This design comes from an exercise in tuning for small area on the open sky130 flow, not from production work.
The RTL was checked by simulation tests, not by an equivalence proof against the original design.
Power is estimated from default activity; no workload was simulated.

==> inputs of fjord <==
// top
module top(input clk, rst, reset, start_stop, mode, edit_shift, inc, output reg buzzer, output [0:6] seg,output [3:0] digit,output [4:0] mode_value);
==> flow/config.mk <==
export PLATFORM = sky130hd
export DESIGN_NAME = top
export DESIGN_NICKNAME = top
export VERILOG_FILES = /design/flow/design.v
export SDC_FILE = /design/flow/constraint.sdc
export NUM_CORES = 4
export LEC_CHECK = 0
export ABC_AREA = 1
export CAP_MARGIN = 20
export CORE_MARGIN = 2
export CORE_UTILIZATION = 40
export SLEW_MARGIN = 20
==> flow/constraint.sdc <==
create_clock -name core_clock -period 10.0 [get_ports {clk}]
set_input_delay 2.0000 -clock core_clock [delete_from_list [all_inputs] [get_ports {clk}]]
set_output_delay 2.0000 -clock core_clock [all_outputs]
set_load 0.01 [all_outputs]
standard.sh (not shown) runs the stock make flow with config.mk's settings and CLKGATE_MAP_FILE= SYNTH_SCRIPT=/design/flow/synth_recipe.tcl, a recipe that flattens the netlist after the stock synthesis.
==> flow/flow/run.sh <==
#!/bin/bash
# Standard synthesis; then an area-oriented re-synthesis of the combinational
# logic only (registers keep their instances, names and cell types), tried with
# a few random seeds of which the smallest is kept; then the standard layout
# from floorplan to finish, with the smallest buffers on the ports and
# mid-size clock buffers.
set -euo pipefail
WORK=$(pwd)
R=$WORK/orfs/results/$FLOW_PLATFORM/top/base
bash standard.sh synth > $WORK/std_synth.log 2>&1
cp $R/1_2_yosys.v $WORK/std_1_2_yosys.v
LIB=$FLOW_HOME/platforms/$FLOW_PLATFORM/lib/sky130_fd_sc_hd__tt_025C_1v80.lib
DU=$(sed -n '/DONT_USE_CELLS += /,/^#/p' $FLOW_HOME/platforms/$FLOW_PLATFORM/config.mk | grep -o "sky130_fd_sc_hd__[a-z0-9_]*" | sed 's/^/-dont_use /' | tr '\n' ' ')
for S in 1 2 3 4; do
  printf "strash\n&get -n\n&deepsyn -T 90 -S $S\n&deepsyn -T 90 -S $((S+10))\n&deepsyn -T 90 -S $((S+20))\n&put\ndch -f\namap -m -F 4 -A 10\ntopo\n" > $WORK/reopt_$S.abc
  sed -e "s#@LIB@#$LIB#g" -e "s#@DU@#$DU#g" -e "s#@IN@#$WORK/std_1_2_yosys.v#g" -e "s#@OUT@#$WORK/reopt_$S.v#g" -e "s#@ABC@#$WORK/reopt_$S.abc#g" $WORK/flow/reopt.ys > $WORK/reopt_$S.ys
  yosys -s $WORK/reopt_$S.ys > $WORK/reopt_$S.log 2>&1 &
done
wait
BEST=""; BA=""
for S in 1 2 3 4; do
  A=$(grep "Chip area for module" $WORK/reopt_$S.log | tail -1 | awk '{print $NF}')
  echo "seed $S: $A" >> $WORK/reopt_areas.txt
  # keep only a netlist whose registers are exactly the standard synthesis's
  NF=$(grep -cE "^ +sky130_fd_sc_hd__[a-z]*df[a-z0-9]*_[0-9]+ " $WORK/reopt_$S.v || true)
  NS=$(grep -cE "^ +sky130_fd_sc_hd__[a-z]*df[a-z0-9]*_[0-9]+ " $WORK/std_1_2_yosys.v || true)
  if grep -qE "^ *reg " $WORK/reopt_$S.v; then A=""; fi
  if [[ "$NF" != "$NS" ]]; then A=""; fi
  echo "seed $S: flops $NF/$NS area '$A'" >> $WORK/reopt_areas.txt
  if [[ -n "$A" && -s $WORK/reopt_$S.v ]] && { [[ -z "$BA" ]] || awk "BEGIN{exit !($A < $BA)}"; }; then BEST=$S; BA=$A; fi
done
echo "best: seed $BEST ($BA)" >> $WORK/reopt_areas.txt
if [[ -n "$BEST" ]]; then cp $WORK/reopt_$BEST.v $R/1_2_yosys.v; fi
bash standard.sh "BUFFER_PORTS_ARGS=-buffer_cell sky130_fd_sc_hd__buf_1" "CTS_ARGS=-sink_clustering_enable -repair_clock_nets -dont_use_dummy_load -buf_list {sky130_fd_sc_hd__clkbuf_4 sky130_fd_sc_hd__clkbuf_8} -sink_clustering_size 12" finish > $WORK/std_layout.log 2>&1
==> flow/flow/reopt.ys <==
read_liberty -ignore_miss_func @LIB@
read_verilog @IN@
hierarchy -top top
setattr -mod -set keep_hierarchy 1 sky130_fd_sc_hd__*df*
flatten
opt_clean
abc -liberty @LIB@ @DU@ -script @ABC@
opt_clean -purge
splitnets
hilomap -singleton -hicell sky130_fd_sc_hd__conb_1 HI -locell sky130_fd_sc_hd__conb_1 LO
insbuf -buf sky130_fd_sc_hd__buf_4 A X
select top
stat -liberty @LIB@
write_verilog -noattr -nohex -nodec -selected @OUT@
==> inputs of tundra, as changes to fjord <==
--- a/flow/design.v
+++ b/flow/design.v
@@ -8,19 +8,18 @@
 reg [4:0] day_temp;
 reg [3:0] month_temp;
 reg [5:0] al_minutes;
 reg [4:0] al_hours;
 reg tm_state, tm_nstate;
 reg sw_state, sw_nstate;
 reg alarm_state, alarm_nstate;
 reg [2:0] state;
-reg adv;
+reg adv, chg;
 reg trigger;
-wire chg;
 wire sC = ~(state[2] | state[1] | state[0]);
 wire sE = ~state[1] & state[0];
 wire sT = state[1] & ~state[0];
 wire sW = state[1] & state[0];
 wire sA = state[2];
 wire [2:0] state_nx = sA ? 3'd0 : state + 3'd1;
 wire [2:0] state_pv = sC ? 3'd4 : state - 3'd1;
 wire [2:0] mstate = chg ? state_pv : state;
@@ -29,21 +28,18 @@
 reg [6:0] count;
 wire tick = sclk & (count == 7'd0);
 reg [5:0] scount;
 wire [5:0] sc_inc = scount + {5'd0, ~scount[5]};
 wire lt30 = scount < 6'd30;
 wire eq30 = scount == 6'd30;
 wire eq31 = scount == 6'd31;
 wire gt30 = ~lt30 & ~eq30;
-wire sc_zero = scount == 6'd0;
-assign chg = trigger & sc_zero;
 reg [4:0] a_count;
 wire [4:0] ac_inc = a_count + {4'd0, ~&a_count};
-wire alarm_match = hours_temp==al_hours && minutes_temp==al_minutes && alarm_state;
 wire [5:0] lo, hi;
 digits digits_1(clk,reset,rst,state[1],seconds,minutes,hours,lo,hi);
 seven_seg seven_seg_1(clk,reset,rst,state,start_stop,inc,tm_state,sw_state,alarm_state,~lt30,edit_place,count,lo,hi,seg,digit);
 always @(posedge clk) begin
     if(rst) begin
         count<=0;
         sclk<=1'b0;
     end
@@ -54,16 +50,17 @@
     else count<=count+7'd1;
 end
 always @(posedge clk) begin
     if(rst) begin
         seconds_temp<=0;
         minutes_temp<=0;
         hours_temp<=0;
         buzzer<=0;
+        a_count<=0;
     end
     else begin
         if(sE && !edit_place[1] && eq31 && (reset || inc)) begin
             hours_temp<=hours;
             minutes_temp<=minutes;
             if (reset)
                 seconds_temp<=seconds;
         end
@@ -75,34 +72,33 @@
                 if(minutes_temp==59) begin
                     minutes_temp<=0;
                     hours_temp<=hours_temp + 1;
                     if(hours_temp==23)
                         hours_temp<=0;
                 end
             end
         end
-        if(alarm_match) begin
+        if(hours_temp==al_hours && minutes_temp==al_minutes && alarm_state) begin
             if(seconds_temp==0)
                 buzzer<=1;
-            else if(start_stop && buzzer && a_count==30)
-                buzzer<=0;
+            else if(start_stop && buzzer) begin
+                a_count<=ac_inc;
+                if(a_count==30)
+                    buzzer<=0;
+            end
+            else
+                a_count<=0;
         end
-        else
+        else begin
+            a_count<=0;
             buzzer<=0;
+        end
     end
 end
-always @(posedge clk) begin
-    if(alarm_match && seconds_temp==0)
-        a_count<=a_count;
-    else if(alarm_match && start_stop && buzzer)
-        a_count<=ac_inc;
-    else
-        a_count<=0;
-end
 always@(posedge clk) begin
     if(rst) begin
         day_temp<=1;
         month_temp<=1;
     end
     else begin
         if(sE && edit_place[1] && eq31 && (reset || inc)) begin
             day_temp<=hours;
@@ -153,34 +149,35 @@
 wire min_ge59 = minutes >= 6'd59;
 wire sec_59 = seconds == 6'd59;
 wire [4:0] dim = 5'd30 + {4'd0, month_temp[0] ^ (month_temp > 4'd7)};
 always @(posedge clk) begin
     if (rst) begin
         scount<=0;
         state<=0;
         adv<=0;
+        chg<=0;
         trigger<=0;
         edit_place<=0;
     end
     else begin
         if (idle)
             scount<=0;
         else if (!(sC && !mode && !lt30))
             scount<=sc_inc;
+        chg<=leave & adv;
         if (leave) begin
             state<=adv ? state_nx : state;
             adv<=1'b0;
         end
         else if (mode_act && eq30)
             adv<=1'b1;
-        if (sC)
-            trigger<=(mode && eq30) || (trigger && !sc_zero);
-        else if (sA)
-            trigger<=idle4 && adv;
+        if (sC) begin
+            if (mode && eq30) trigger<=1'b1;
+        end
         else if ((sE | (sW & ~sw_state)) && mode_act && gt30)
             trigger<=1'b1;
         else if (sT && mode_act && eq30)
             trigger<=1'b1;
         else if ((sE | (sT & ~tm_state) | (sW & ~sw_state)) && idle && adv)
             trigger<=1'b1;
         else
             trigger<=1'b0;
@@ -209,48 +206,48 @@
             if (idle0) seconds<=seconds_temp;
         end
         else if (sE) begin
             if (e_rst && eq30 && !edit_place[1]) seconds<=0;
         end
         else if (sT) begin
             if ((t_rst || t_inc) && gt30) ;
             else if (t_rst && eq30) seconds<=0;
-            else if (t_inc && eq30 && edit_place!=2'd1) seconds<=sec_59 ? 6'd0 : seconds+6'd1;
+            else if (t_inc && eq30 && edit_place!=2'd1) seconds<=(seconds<59) ? seconds+6'd1 : 6'd0;
             else if (cd) seconds<=sec_zero ? (min_zero ? 6'd0 : 6'd59) : seconds-6'd1;
             else if (trigger) seconds<=0;
         end
         else if (sW) begin
             if (w_rst && gt30) ;
             else if (w_rst && eq30) seconds<=0;
-            else if (sw) seconds<=sec_59 ? (min_ge59 ? seconds : 6'd0) : seconds+6'd1;
+            else if (sw) seconds<=(!min_ge59 && !(seconds<59)) ? 6'd0 : (min_ge59 && sec_59) ? seconds : seconds+6'd1;
             else if (trigger) seconds<=0;
         end
         if (sC) begin
             if (c_al && !lt30) minutes<=al_minutes;
             else if (c_inc && !lt30) minutes<={2'd0, month_temp};
             else if (idle0) minutes<=minutes_temp;
         end
         else if (sE) begin
             if (e_rst && eq30) minutes<={5'd0, edit_place[1]};
-            else if (e_inc && eq30 && edit_place==2'd0) minutes<=(minutes!=6'd59) ? minutes+6'd1 : 6'd0;
+            else if (e_inc && eq30 && edit_place==2'd0) minutes<=(minutes<59) ? minutes+6'd1 : 6'd0;
             else if (e_inc && eq30 && edit_place==2'd2) minutes<=(minutes<12) ? minutes+6'd1 : 6'd1;
             else if (idle1) minutes<=edit_place[1] ? {2'd0, month_temp} : minutes_temp;
         end
         else if (sT) begin
             if ((t_rst || t_inc) && gt30) ;
             else if (t_rst && eq30) minutes<=0;
-            else if (t_inc && eq30 && edit_place==2'd1) minutes<=(minutes!=6'd60) ? minutes+6'd1 : 6'd0;
+            else if (t_inc && eq30 && edit_place==2'd1) minutes<=(minutes<60) ? minutes+6'd1 : 6'd0;
             else if (cd && sec_zero) minutes<=min_zero ? minutes : minutes-6'd1;
             else if (trigger) minutes<=0;
         end
         else if (sW) begin
             if (w_rst && gt30) ;
             else if (w_rst && eq30) minutes<=0;
-            else if (sw && !min_ge59 && sec_59) minutes<=minutes+6'd1;
+            else if (sw && !min_ge59 && !(seconds<59)) minutes<=minutes+6'd1;
             else if (sw && min_ge59 && sec_59) ;
             else if (trigger) minutes<=0;
         end
         else if (sA) begin
             if (a_inc && eq30 && edit_place==2'd0) minutes<=(minutes<59) ? minutes+6'd1 : 6'd0;
             else if (trigger) minutes<=al_minutes;
         end
         if (sC) begin
==> flow/flow/run.sh (replaced) <==
#!/bin/bash
# Standard synthesis, then an area-oriented re-mapping of the combinational
# logic (registers untouched: same instances, names and cell types), then the
# standard layout from floorplan to finish.
set -euo pipefail
WORK=$(pwd)
R=$WORK/orfs/results/$FLOW_PLATFORM/top/base
bash standard.sh synth > $WORK/std_synth.log 2>&1
cp $R/1_2_yosys.v $WORK/std_1_2_yosys.v
LIB=$FLOW_HOME/platforms/$FLOW_PLATFORM/lib/sky130_fd_sc_hd__tt_025C_1v80.lib
DU=$(sed -n '/DONT_USE_CELLS += /,/^#/p' $FLOW_HOME/platforms/$FLOW_PLATFORM/config.mk | grep -o "sky130_fd_sc_hd__[a-z0-9_]*" | sed 's/^/-dont_use /' | tr '\n' ' ')
sed -e "s#@LIB@#$LIB#g" -e "s#@DU@#$DU#g" -e "s#@IN@#$WORK/std_1_2_yosys.v#g" -e "s#@OUT@#$WORK/reopt.v#g" -e "s#@ABC@#$WORK/flow/reopt.abc#g" $WORK/flow/reopt.ys > $WORK/reopt_run.ys
yosys -s $WORK/reopt_run.ys > $WORK/reopt.log 2>&1
cp $WORK/reopt.v $R/1_2_yosys.v
bash standard.sh > $WORK/std_layout.log 2>&1
==> flow/flow/reopt.abc (new file) <==
strash
&get -n
&deepsyn -T 60
&put
dch -f
amap
topo
==> flow/flow/reopt.ys (replaced) <==
read_liberty -ignore_miss_func @LIB@
read_verilog @IN@
hierarchy -top top
setattr -mod -set keep_hierarchy 1 sky130_fd_sc_hd__df*
flatten
opt_clean
abc -liberty @LIB@ @DU@ -script @ABC@
opt_clean -purge
splitnets
hilomap -singleton -hicell sky130_fd_sc_hd__conb_1 HI -locell sky130_fd_sc_hd__conb_1 LO
insbuf -buf sky130_fd_sc_hd__buf_4 A X
select top
stat -liberty @LIB@
write_verilog -noattr -nohex -nodec -selected @OUT@
==> flow_summary.json <==
{
  "status": "complete, no violations",
  "met3_usage": 0.0655,
  "endpoint": "seg[0]",
  "fp.dieH_um": 122,
  "multi_input_comb_area_um2": 2960,
  "switching_share": 0.277,
  "fin_skew_ns": 0.0268,
  "grt_max_degree": 35,
  "die_w_um": 122,
  "reg2reg_from": "count[2]",
  "multi_input_area_share": 0.489,
  "fp.coreArea_um2": 13800
}
the above is filed under fjord

==> flow_summary.json <==
{
  "multi_input_comb_area_um2": 3080,
  "grt_max_degree": 37,
  "met3_usage": 0.0438,
  "status": "complete, no violations",
  "fp.dieH_um": 123,
  "endpoint": "seg[3]"
}
the above is filed under tundra


==> v11: inputs <==
top, a different RTL version from the one above (not shown whole).
export LEC_CHECK = 0
export ABC_AREA = 1
export CAP_MARGIN = 20
export CORE_MARGIN = 2
export CORE_UTILIZATION = 40
export GPL_TIMING_DRIVEN = 0
export SLEW_MARGIN = 20
create_clock -name core_clock -period 10.0 [get_ports {clk}]
==> flow/flow/run.sh <==
#!/bin/bash
# Standard synthesis; then an area-oriented re-synthesis of the combinational
# logic only (registers keep their instances, names and cell types): a few
# rounds of ABC's &deepsyn with four random seeds each, every round starting
# from the smallest result so far; then the standard layout from floorplan to
# finish, with the smallest buffers on the ports and mid-size clock buffers.
set -euo pipefail
WORK=$(pwd)
R=$WORK/orfs/results/$FLOW_PLATFORM/top/base
RO=$WORK/reopt
mkdir -p $RO
bash standard.sh synth > $WORK/std_synth.log 2>&1
cp $R/1_2_yosys.v $WORK/std_1_2_yosys.v
LIB=$FLOW_HOME/platforms/$FLOW_PLATFORM/lib/sky130_fd_sc_hd__tt_025C_1v80.lib
CELLS=$(sed -n '/DONT_USE_CELLS += /,/^#/p' $FLOW_HOME/platforms/$FLOW_PLATFORM/config.mk | grep -o "sky130_fd_sc_hd__[a-z0-9_]*")
DU=$(for c in $CELLS; do echo -n "-dont_use $c "; done)
XL=$(for c in $CELLS; do echo -n "-X $c "; done)
MAP="dch -f
amap -m -F 4 -A 10
topo"

# yosys run of the re-synthesis with ABC script $1, netlist to $2
ys() {
  sed -e "s#@LIB@#$LIB#g" -e "s#@DU@#$DU#g" -e "s#@IN@#$WORK/std_1_2_yosys.v#g" -e "s#@OUT@#$2#g" -e "s#@ABC@#$1#g" $WORK/flow/reopt.ys > $1.ys
  yosys -s $1.ys > $1.log 2>&1
}

# the combinational logic as an AIG with yosys's names
printf "strash\n&get -n\n&put\nwrite_aiger -s $RO/r0.aig\n" > $RO/r0.abc
ys $RO/r0.abc $RO/r0.v
CUR=$RO/r0.aig
for ROUND in 1 2 3; do
  for S in 1 2 3 4; do
    N=r${ROUND}_$S
    yosys-abc -c "read_lib -v $XL $LIB; read_aiger $CUR; &get -n; &deepsyn -T 90 -S $((ROUND*10+S)); &put; write_aiger -s $RO/$N.aig; $(echo "$MAP" | tr '\n' ';') print_stats" > $RO/$N.log 2>&1 &
  done
  wait
  BA=""
  for S in 1 2 3 4; do
    N=r${ROUND}_$S
    A=$(grep -o "area = *[0-9.]*" $RO/$N.log | tail -1 | grep -o "[0-9.]*$" || true)
    echo "round $ROUND seed $S: $A" >> $WORK/reopt_areas.txt
    if [[ -n "$A" && -s $RO/$N.aig ]] && { [[ -z "$BA" ]] || awk "BEGIN{exit !($A < $BA)}"; }; then BA=$A; CUR=$RO/$N.aig; fi
  done
  echo "round $ROUND: best $CUR ($BA)" >> $WORK/reopt_areas.txt
done

# map the best AIG back into the netlist
yosys-abc -c "read_aiger $CUR; write_blif $RO/best.blif" > $RO/best_blif.log 2>&1
sed -i '1,5s/^\.model .*/.model netlist/' $RO/best.blif
printf "read_blif $RO/best.blif\nstrash\n$MAP\n" > $RO/final.abc
ys $RO/final.abc $RO/final.v || true
# and a single-round fallback straight from the standard netlist
printf "strash\n&get -n\n&deepsyn -T 90 -S 1\n&put\n$MAP\n" > $RO/single.abc
ys $RO/single.abc $RO/single.v || true

# keep the smaller netlist whose registers are exactly the standard synthesis's
NS=$(grep -cE "^ +sky130_fd_sc_hd__[a-z]*df[a-z0-9]*_[0-9]+ " $WORK/std_1_2_yosys.v || true)
BEST=""; BA=""
for C in final single; do
  A=$(grep "Chip area for module" $RO/$C.abc.log 2>/dev/null | tail -1 | awk '{print $NF}' || true)
  NF=$(grep -cE "^ +sky130_fd_sc_hd__[a-z]*df[a-z0-9]*_[0-9]+ " $RO/$C.v 2>/dev/null || true)
  if [[ ! -s $RO/$C.v ]] || grep -qE "^ *reg " $RO/$C.v || [[ "$NF" != "$NS" ]]; then A=""; fi
  echo "$C: flops $NF/$NS area '$A'" >> $WORK/reopt_areas.txt
  if [[ -n "$A" ]] && { [[ -z "$BA" ]] || awk "BEGIN{exit !($A < $BA)}"; }; then BEST=$C; BA=$A; fi
done
echo "chosen: $BEST ($BA)" >> $WORK/reopt_areas.txt
if [[ -n "$BEST" ]]; then cp $RO/$BEST.v $R/1_2_yosys.v; fi
bash standard.sh "BUFFER_PORTS_ARGS=-buffer_cell sky130_fd_sc_hd__buf_1" "CTS_ARGS=-sink_clustering_enable -repair_clock_nets -dont_use_dummy_load -buf_list {sky130_fd_sc_hd__clkbuf_4 sky130_fd_sc_hd__clkbuf_8} -sink_clustering_size 12" finish > $WORK/std_layout.log 2>&1
Other scripts of this flow, unchanged in this note and not shown: flow/flow/reopt.ys
==> v33 (differences from v11) <==
--- a/flow/flow/run.sh
+++ b/flow/flow/run.sh
@@ -30,5 +30,6 @@
 ys $RO/r0.abc $RO/r0.v
 CUR=$RO/r0.aig
-for ROUND in 1 2 3; do
+BA=""
+for ROUND in 1 2 3 4 5 6; do
   for S in 1 2 3 4; do
     N=r${ROUND}_$S
@@ -36,5 +37,5 @@
   done
   wait
-  BA=""
+  # keep the smallest result of all rounds so far
   for S in 1 2 3 4; do
     N=r${ROUND}_$S
@@ -43,5 +44,5 @@
     if [[ -n "$A" && -s $RO/$N.aig ]] && { [[ -z "$BA" ]] || awk "BEGIN{exit !($A < $BA)}"; }; then BA=$A; CUR=$RO/$N.aig; fi
   done
-  echo "round $ROUND: best $CUR ($BA)" >> $WORK/reopt_areas.txt
+  echo "round $ROUND: best so far $CUR ($BA)" >> $WORK/reopt_areas.txt
 done
 
==> v32 (differences from v11) <==
--- a/flow/flow/run.sh
+++ b/flow/flow/run.sh
@@ -67,3 +67,3 @@
 echo "chosen: $BEST ($BA)" >> $WORK/reopt_areas.txt
 if [[ -n "$BEST" ]]; then cp $RO/$BEST.v $R/1_2_yosys.v; fi
-bash standard.sh "BUFFER_PORTS_ARGS=-buffer_cell sky130_fd_sc_hd__buf_1" "CTS_ARGS=-sink_clustering_enable -repair_clock_nets -dont_use_dummy_load -buf_list {sky130_fd_sc_hd__clkbuf_4 sky130_fd_sc_hd__clkbuf_8} -sink_clustering_size 12" finish > $WORK/std_layout.log 2>&1
+bash standard.sh "BUFFER_PORTS_ARGS=-buffer_cell sky130_fd_sc_hd__buf_1" "CTS_ARGS=-sink_clustering_enable -repair_clock_nets -dont_use_dummy_load -buf_list sky130_fd_sc_hd__clkbuf_16 -root_buf sky130_fd_sc_hd__clkbuf_16 -sink_clustering_size 35 -sink_clustering_max_diameter 400 -sink_clustering_levels 1" finish > $WORK/std_layout.log 2>&1
==> summary of the runs <==
Of v33 and v11, v33 has the higher maximum frequency (gap about 2.3%, measured against v11). Sequential cell count is the same in v33 and v32. v11 finished clean. v33 finished clean. v32 went through all stages and came out clean. In v32 the clock skew is lower than in v11, by 0.0048 ns. In v11 the die area is larger than in v33, by about 1.2%. Count of clock-buffer cells in the layout is the same in v32 and v33. Against v32, the clock power of v11 is lower by about 30%. Against v32, the non-clock buffer count of v11 is lower by 1.

==> separate check: timing with driven ports <==
No port has a modelled driver above. Below, the same layouts with a new extraction and two added sets of constraints. Step 1 (the two cells are an assumption about what drives the block):
set clk [get_ports {clk}]
set_driving_cell -lib_cell sky130_fd_sc_hd__clkbuf_16 $clk
set_driving_cell -lib_cell sky130_fd_sc_hd__buf_2 [delete_from_list [all_inputs] $clk]
Step 2 moves the port delays by t, midway between the first and last clock arrival at a register: inputs arrive t later, outputs are due t later. That takes back most of the time a late clock gives input paths. a / b / c = ideal ports / drivers / drivers and shift; a / b = the first two.
run | t (ns) | setup WS [ns] | worst setup path after step 2 | clock arrival spread, ns
fjord | 0.422 | 3.748 / 3.723 / 3.723 | input to output | 0.027 / 0.027
tundra | 0.398 | 3.228 / 3.203 / 3.203 | input to output | 0.010 / 0.010
v11 | 0.411 | 3.206 / 3.184 / 3.184 | input to output | 0.017 / 0.018
v33 | 0.404 | 3.359 / 3.336 / 3.095 | input to register | 0.036 / 0.036
v32 | 0.384 | 3.846 / 3.822 / 3.558 | input to register | 0.013 / 0.014
After both steps every run listed still meets setup and hold. For v32, which loses most, drivers alone change the setup slack by -0.024 ns; drivers and shift together by -0.288 ns.
